What follows belongs to an exercise in optimizing a design on an open flow for small area and a short achievable clock period; a production flow would make more cautious choices. Where RTL was checked, it was by simulation tests only, not by an equivalence proof against the original. Power and IR drop assume default switching activity.

==> flow/design.v (excerpt) <==
module fp_adder_synth (data, value, row, clk, rst);
    output [31:0] data;
    input  [31:0] value;
    input  [31:0] row;
    input         clk;
    input         rst;
    wire        l_s;
    wire [7:0]  l_e;
    wire [22:0] l_f;
    wire [24:0] s_al;
    wire        s_sticky;
    wire        op_sub;
    FpAlign AL (.iA(value), .iB(row), .oLs(l_s), .oLe(l_e), .oLf(l_f),
                .oSal(s_al), .oSticky(s_sticky), .oSub(op_sub));
    reg         r_v;
    reg         r_ls;
    reg  [7:0]  r_le;
    reg  [22:0] r_lf;
    reg  [24:0] r_sal;
    reg         r_sticky;
    reg         r_sub;
    wire both_ez = (value[30:23] == 8'b0) && (row[30:23] == 8'b0);
    always @(posedge clk) begin
        r_v      <= rst && !both_ez;
        r_ls     <= l_s;
        r_le     <= l_e;
        r_lf     <= l_f;
        r_sal    <= s_al;
        r_sticky <= s_sticky;
        r_sub    <= op_sub;
    end
    wire [31:0] sum;
    FpNorm NM (.iV(r_v), .iLs(r_ls), .iLe(r_le), .iLf(r_lf), .iSal(r_sal),
               .iSticky(r_sticky), .iSub(r_sub), .oSum(sum));
    reg [31:0] data;
    always @(posedge clk) begin
        if (!rst)
            data <= 32'b0;
        else
            data <= sum;
    end
endmodule
==> module FpAlign, before the edit <==
module FpAlign (
    input  [31:0] iA,
    input  [31:0] iB,
    output        oLs,
    output [7:0]  oLe,
    output [22:0] oLf,
    output [24:0] oSal,      
    output        oSticky,   
    output        oSub
);
    wire a_larger = iA[30:0] > iB[30:0];
    wire [7:0]  a_e = iA[30:23];
    wire [7:0]  b_e = iB[30:23];
    wire [7:0]  d_ab = a_e - b_e;
    wire [7:0]  d_ba = b_e - a_e;
    wire [7:0]  d = a_larger ? d_ab : d_ba;
    wire [31:0] l = a_larger ? iA : iB;
    wire [22:0] s_f = a_larger ? iB[22:0] : iA[22:0];
    wire [7:0]  s_e = a_larger ? b_e : a_e;
    assign oLs  = l[31];
    assign oLe  = l[30:23];
    assign oLf  = l[22:0];
    assign oSub = iA[31] ^ iB[31];
    wire   sez = (a_e == 8'b0) || (b_e == 8'b0);
    wire [24:0] x = {1'b1, s_f, 1'b0};
    assign oSal = (sez || d[7:5] != 3'b0) ? 25'b0 : (x >> d[4:0]);
    wire [22:0] mask;
    genvar i;
    generate
        for (i = 0; i < 23; i = i + 1) begin : g_mask
            assign mask[i] = (d >= i + 2);
        end
    endgenerate
    assign oSticky = !sez && (d <= 8'd47) && ((d >= 8'd25) || |(s_f & mask));
endmodule
==> module FpNorm, before the edit <==
module FpNorm (
    input         iV,        
    input         iLs,
    input  [7:0]  iLe,
    input  [22:0] iLf,
    input  [24:0] iSal,
    input         iSticky,
    input         iSub,
    output [31:0] oSum
);
    wire [25:0] lsh = {2'b01, iLf, 1'b0};
    wire [25:0] pre = lsh + ({1'b0, iSal} ^ {26{iSub}}) + (iSub & ~iSticky);
    reg [4:0] s;
    integer k;
    always @* begin
        s = 5'd31;
        for (k = 0; k < 26; k = k + 1)
            if (pre[k]) s = 25 - k;
    end
    wire [25:0] n5 = pre << s;
    wire [22:0] frac = n5[24:2];
    wire [7:0]  e    = iLe + 8'd1 - {3'b0, s};
    wire [25:0] top;
    genvar i;
    generate
        for (i = 0; i < 26; i = i + 1) begin : g_top
            assign top[25 - i] = ({1'b0, iLe[6:0]} + 8'd2 > i);
        end
    endgenerate
    wire underflow = iLe[7] && ((pre & top) == 26'b0);
    wire zero      = (pre == 26'b0);
    assign oSum = !iV                  ? 32'b0 :
                  (underflow || zero)  ? 32'b0 :
                  {iLs, e, frac};
endmodule
clock: 12.5 ns
lec_check: 0
abc_area: 1
cap_margin: 20
core_margin: 2
core_utilization: 40
slew_margin: 20
standard.sh (not shown) runs the stock make flow with config.mk's settings and CLKGATE_MAP_FILE= SYNTH_SCRIPT=/design/flow/synth_recipe.tcl, a recipe that flattens the netlist after the stock synthesis.
==> flow/flow/run.sh <==
#!/bin/bash
# Standard synthesis and layout; the port buffers use plain buffers instead
# of the default delay cells, and timing repair aims for more setup slack.
set -euo pipefail
bash standard.sh BUFFER_PORTS_ARGS="-buffer_cell sky130_fd_sc_hd__buf_1" SETUP_SLACK_MARGIN=6.5 finish > standard.log 2>&1
==> next run, changes <==
--- a/flow/design.v
+++ b/flow/design.v
@@ -6,34 +6,36 @@
     output [22:0] oLf,
     output [24:0] oSal,      
     output        oSticky,   
     output        oSub
 );
-    wire a_larger = iA[30:0] > iB[30:0];
     wire [7:0]  a_e = iA[30:23];
     wire [7:0]  b_e = iB[30:23];
-    wire [7:0]  d_ab = a_e - b_e;
+    wire [8:0]  d_ab = {1'b0, a_e} - {1'b0, b_e};
     wire [7:0]  d_ba = b_e - a_e;
-    wire [7:0]  d = a_larger ? d_ab : d_ba;
+    wire        e_eq = (a_e == b_e);
+    wire        f_gt = iA[22:0] > iB[22:0];
+    wire        a_larger = e_eq ? f_gt : !d_ab[8];
+    wire [7:0]  d = d_ab[8] ? d_ba : d_ab[7:0];
     wire [31:0] l = a_larger ? iA : iB;
     wire [22:0] s_f = a_larger ? iB[22:0] : iA[22:0];
-    wire [7:0]  s_e = a_larger ? b_e : a_e;
     assign oLs  = l[31];
     assign oLe  = l[30:23];
     assign oLf  = l[22:0];
     assign oSub = iA[31] ^ iB[31];
     wire   sez = (a_e == 8'b0) || (b_e == 8'b0);
-    wire [24:0] x = {1'b1, s_f, 1'b0};
-    assign oSal = (sez || d[7:5] != 3'b0) ? 25'b0 : (x >> d[4:0]);
-    wire [22:0] mask;
-    genvar i;
-    generate
-        for (i = 0; i < 23; i = i + 1) begin : g_mask
-            assign mask[i] = (d >= i + 2);
-        end
-    endgenerate
-    assign oSticky = !sez && (d <= 8'd47) && ((d >= 8'd25) || |(s_f & mask));
+    wire [24:0] t0 = {1'b1, s_f, 1'b0};
+    wire [24:0] t1 = d[0] ? {1'b0, t0[24:1]} : t0;
+    wire [24:0] t2 = d[1] ? {2'b0, t1[24:2]} : t1;
+    wire [24:0] t3 = d[2] ? {4'b0, t2[24:4]} : t2;
+    wire [24:0] t4 = d[3] ? {8'b0, t3[24:8]} : t3;
+    wire [24:0] t5 = d[4] ? {16'b0, t4[24:16]} : t4;
+    wire        out_low = (d[0] & t0[0]) | (d[1] & |t1[1:0]) | (d[2] & |t2[3:0]) |
+                          (d[3] & |t3[7:0]) | (d[4] & |t4[15:0]);
+    wire        d_hi = (d[7:5] != 3'b0);
+    assign oSal = (sez || d_hi) ? 25'b0 : t5;
+    assign oSticky = !sez && (d_hi ? (d <= 8'd47) : out_low);
 endmodule
 module FpNorm (
     input         iV,        
     input         iLs,
     input  [7:0]  iLe,
@@ -53,18 +55,11 @@
             if (pre[k]) s = 25 - k;
     end
     wire [25:0] n5 = pre << s;
     wire [22:0] frac = n5[24:2];
     wire [7:0]  e    = iLe + 8'd1 - {3'b0, s};
-    wire [25:0] top;
-    genvar i;
-    generate
-        for (i = 0; i < 26; i = i + 1) begin : g_top
-            assign top[25 - i] = ({1'b0, iLe[6:0]} + 8'd2 > i);
-        end
-    endgenerate
-    wire underflow = iLe[7] && ((pre & top) == 26'b0);
+    wire underflow = iLe[7] && ({3'b0, s} >= {1'b0, iLe[6:0]} + 8'd2);
     wire zero      = (pre == 26'b0);
     assign oSum = !iV                  ? 32'b0 :
                   (underflow || zero)  ? 32'b0 :
                   {iLs, e, frac};
 endmodule
Utilization is higher by 0.95 points.
Sequential share of layout area climbs by 0.88 points.
Area after synthesis came out lower by 6.7%.
Routed wire length shrinks by 13%.
Maximum frequency rises by 1.2%.
Global-route usage fell by 2.8 points.
Worst setup slack gets better by 0.071 ns.
No functional check of the RTL was part of the second run of this note.

---

The RTL this note starts from:
==> flow/design.v <==
module FpAlign (
    input  [31:0] iA,
    input  [31:0] iB,
    output        oLs,
    output [7:0]  oLe,
    output [22:0] oLf,
    output [24:0] oSal,      
    output        oSticky,   
    output        oSub
);
    wire [7:0]  a_e = iA[30:23];
    wire [7:0]  b_e = iB[30:23];
    wire [8:0]  d_ab = {1'b0, a_e} - {1'b0, b_e};
    wire [7:0]  d_ba = b_e - a_e;
    wire        e_eq = (a_e == b_e);
    wire        f_gt = iA[22:0] > iB[22:0];
    wire        a_larger = e_eq ? f_gt : !d_ab[8];
    wire [7:0]  d = d_ab[8] ? d_ba : d_ab[7:0];
    wire [31:0] l = a_larger ? iA : iB;
    wire [22:0] s_f = a_larger ? iB[22:0] : iA[22:0];
    assign oLs  = l[31];
    assign oLe  = l[30:23];
    assign oLf  = l[22:0];
    assign oSub = iA[31] ^ iB[31];
    wire   sez = (a_e == 8'b0) || (b_e == 8'b0);
    wire [24:0] x = {1'b1, s_f, 1'b0};
    assign oSal = (sez || d[7:5] != 3'b0) ? 25'b0 : (x >> d[4:0]);
    wire [22:0] mask;
    genvar i;
    generate
        for (i = 0; i < 23; i = i + 1) begin : g_mask
            assign mask[i] = (d >= i + 2);
        end
    endgenerate
    assign oSticky = !sez && (d <= 8'd47) && ((d >= 8'd25) || |(s_f & mask));
endmodule
module FpNorm (
    input         iV,        
    input         iLs,
    input  [7:0]  iLe,
    input  [22:0] iLf,
    input  [24:0] iSal,
    input         iSticky,
    input         iSub,
    output [31:0] oSum
);
    wire [25:0] lsh = {2'b01, iLf, 1'b0};
    wire [25:0] pre = lsh + ({1'b0, iSal} ^ {26{iSub}}) + (iSub & ~iSticky);
    reg [4:0] s;
    integer k;
    always @* begin
        s = 5'd31;
        for (k = 0; k < 26; k = k + 1)
            if (pre[k]) s = 25 - k;
    end
    wire [25:0] n5 = pre << s;
    wire [22:0] frac = n5[24:2];
    wire [7:0]  e    = iLe + 8'd1 - {3'b0, s};
    wire underflow = iLe[7] && ({3'b0, s} >= {1'b0, iLe[6:0]} + 8'd2);
    wire zero      = (pre == 26'b0);
    assign oSum = !iV                  ? 32'b0 :
                  (underflow || zero)  ? 32'b0 :
                  {iLs, e, frac};
endmodule
`timescale 1ns/10ps
module fp_adder_synth (data, value, row, clk, rst);
    output [31:0] data;
    input  [31:0] value;
    input  [31:0] row;
    input         clk;
    input         rst;
    wire        l_s;
    wire [7:0]  l_e;
    wire [22:0] l_f;
    wire [24:0] s_al;
    wire        s_sticky;
    wire        op_sub;
    FpAlign AL (.iA(value), .iB(row), .oLs(l_s), .oLe(l_e), .oLf(l_f),
                .oSal(s_al), .oSticky(s_sticky), .oSub(op_sub));
    reg         r_v;
    reg         r_ls;
    reg  [7:0]  r_le;
    reg  [22:0] r_lf;
    reg  [24:0] r_sal;
    reg         r_sticky;
    reg         r_sub;
    wire both_ez = (value[30:23] == 8'b0) && (row[30:23] == 8'b0);
    always @(posedge clk) begin
        r_v      <= rst && !both_ez;
        r_ls     <= l_s;
        r_le     <= l_e;
        r_lf     <= l_f;
        r_sal    <= s_al;
        r_sticky <= s_sticky;
        r_sub    <= op_sub;
    end
    wire [31:0] sum;
    FpNorm NM (.iV(r_v), .iLs(r_ls), .iLe(r_le), .iLf(r_lf), .iSal(r_sal),
               .iSticky(r_sticky), .iSub(r_sub), .oSum(sum));
    reg [31:0] data;
    always @(posedge clk) begin
        if (!rst)
            data <= 32'b0;
        else
            data <= sum;
    end
endmodule
==> flow/config.mk <==
export PLATFORM = sky130hd
export DESIGN_NAME = fp_adder_synth
export DESIGN_NICKNAME = fp_adder_synth
export VERILOG_FILES = /design/flow/design.v
export SDC_FILE = /design/flow/constraint.sdc
export NUM_CORES = 4
export LEC_CHECK = 0
export ABC_AREA = 1
export CAP_MARGIN = 20
export CORE_MARGIN = 2
export CORE_UTILIZATION = 40
export SLEW_MARGIN = 20
==> flow/constraint.sdc <==
create_clock -name core_clock -period 12.5 [get_ports {clk}]
set_input_delay 2.5000 -clock core_clock [delete_from_list [all_inputs] [get_ports {clk}]]
set_output_delay 2.5000 -clock core_clock [all_outputs]
set_load 0.01 [all_outputs]
Scripts as last shown in full above: flow/flow/run.sh
The baseline completed with no timing, DRC or antenna violations.
Rerun with:
--- a/flow/design.v
+++ b/flow/design.v
@@ -7,18 +7,20 @@
     output [24:0] oSal,      
     output        oSticky,   
     output        oSub
 );
     wire [7:0]  a_e = iA[30:23];
     wire [7:0]  b_e = iB[30:23];
-    wire [8:0]  d_ab = {1'b0, a_e} - {1'b0, b_e};
+    wire [7:0]  d_ab = a_e - b_e;
     wire [7:0]  d_ba = b_e - a_e;
-    wire        e_eq = (a_e == b_e);
-    wire        f_gt = iA[22:0] > iB[22:0];
-    wire        a_larger = e_eq ? f_gt : !d_ab[8];
-    wire [7:0]  d = d_ab[8] ? d_ba : d_ab[7:0];
+    wire        e_gt, e_lt, f_gt, f_lt;
+    FpGreater #(.W(8))  CE (.iA(a_e), .iB(b_e), .oGt(e_gt), .oLt(e_lt));
+    FpGreater #(.W(23)) CF (.iA(iA[22:0]), .iB(iB[22:0]), .oGt(f_gt), .oLt(f_lt));
+    wire        e_eq = !e_gt && !e_lt;
+    wire        a_larger = e_eq ? f_gt : e_gt;
+    wire [7:0]  d = e_gt ? d_ab : d_ba;
     wire [31:0] l = a_larger ? iA : iB;
     wire [22:0] s_f = a_larger ? iB[22:0] : iA[22:0];
     assign oLs  = l[31];
     assign oLe  = l[30:23];
     assign oLf  = l[22:0];
     assign oSub = iA[31] ^ iB[31];
@@ -59,12 +61,39 @@
     wire underflow = iLe[7] && ({3'b0, s} >= {1'b0, iLe[6:0]} + 8'd2);
     wire zero      = (pre == 26'b0);
     assign oSum = !iV                  ? 32'b0 :
                   (underflow || zero)  ? 32'b0 :
                   {iLs, e, frac};
 endmodule
+module FpGreater #(parameter W = 31) (
+    input  [W-1:0] iA,
+    input  [W-1:0] iB,
+    output         oGt,
+    output         oLt
+);
+    localparam N = 1 << $clog2(W);
+    wire [2*N-2:0] g, l;
+    genvar i;
+    generate
+        for (i = 0; i < N; i = i + 1) begin : g_leaf
+            if (i < W) begin : g_bit
+                assign g[N-1+i] = iA[i] & ~iB[i];
+                assign l[N-1+i] = ~iA[i] & iB[i];
+            end else begin : g_pad
+                assign g[N-1+i] = 1'b0;
+                assign l[N-1+i] = 1'b0;
+            end
+        end
+        for (i = N - 2; i >= 0; i = i - 1) begin : g_node
+            assign g[i] = g[2*i+2] | (~l[2*i+2] & g[2*i+1]);
+            assign l[i] = l[2*i+2] | (~g[2*i+2] & l[2*i+1]);
+        end
+    endgenerate
+    assign oGt = g[0];
+    assign oLt = l[0];
+endmodule
 `timescale 1ns/10ps
 module fp_adder_synth (data, value, row, clk, rst);
     output [31:0] data;
     input  [31:0] value;
     input  [31:0] row;
     input         clk;
Result: Die area grows by about 2.6%. Routed wire length is about the same. Global-route usage is about the same. Non-clock buffer count climbs by 2. Sequential power barely changes. Cell count went up by about 4.7%.
Function not checked in the second run of this note: the RTL went through the layout flow alone.

[afterwards: timing with drivers on the ports]
How much do the figures lean on ideal ports? The routed layouts below were timed once more, with nothing changed but the port constraints. Step 1: set_driving_cell puts a clkbuf_16 on clk and a buf_2 on each other input, an assumption about the parent block. Step 2 adds t to the input delays and takes it off the output delays; t is the mean of the earliest and latest rising clock arrival at the registers after step 1. Input paths then give back, and output paths get back, about the clock's delay inside the block. Slacks: ideal / step 1 / step 2; pairs: ideal / step 1.
run	t, ns	setup WS [ns]	worst hold slack (ns)	latest minus earliest clock arrival (ns)
the first run of note 1	0.400	6.735 / 6.760 / 6.360	0.419 / 0.419 / 0.419	0.012 / 0.013
the second run of note 1	0.394	6.806 / 6.829 / 6.435	0.417 / 0.417 / 0.417	0.008 / 0.007
the first run of note 2	0.395	6.777 / 6.799 / 6.404	0.425 / 0.425 / 0.425	0.016 / 0.016
the second run of note 2	0.384	6.800 / 6.807 / 6.423	0.415 / 0.415 / 0.415	0.009 / 0.009
After both steps every run listed still meets setup and hold. The setup slack of the second run of note 2, which loses most, moves by +0.007 ns with the drivers and by -0.377 ns with both steps.
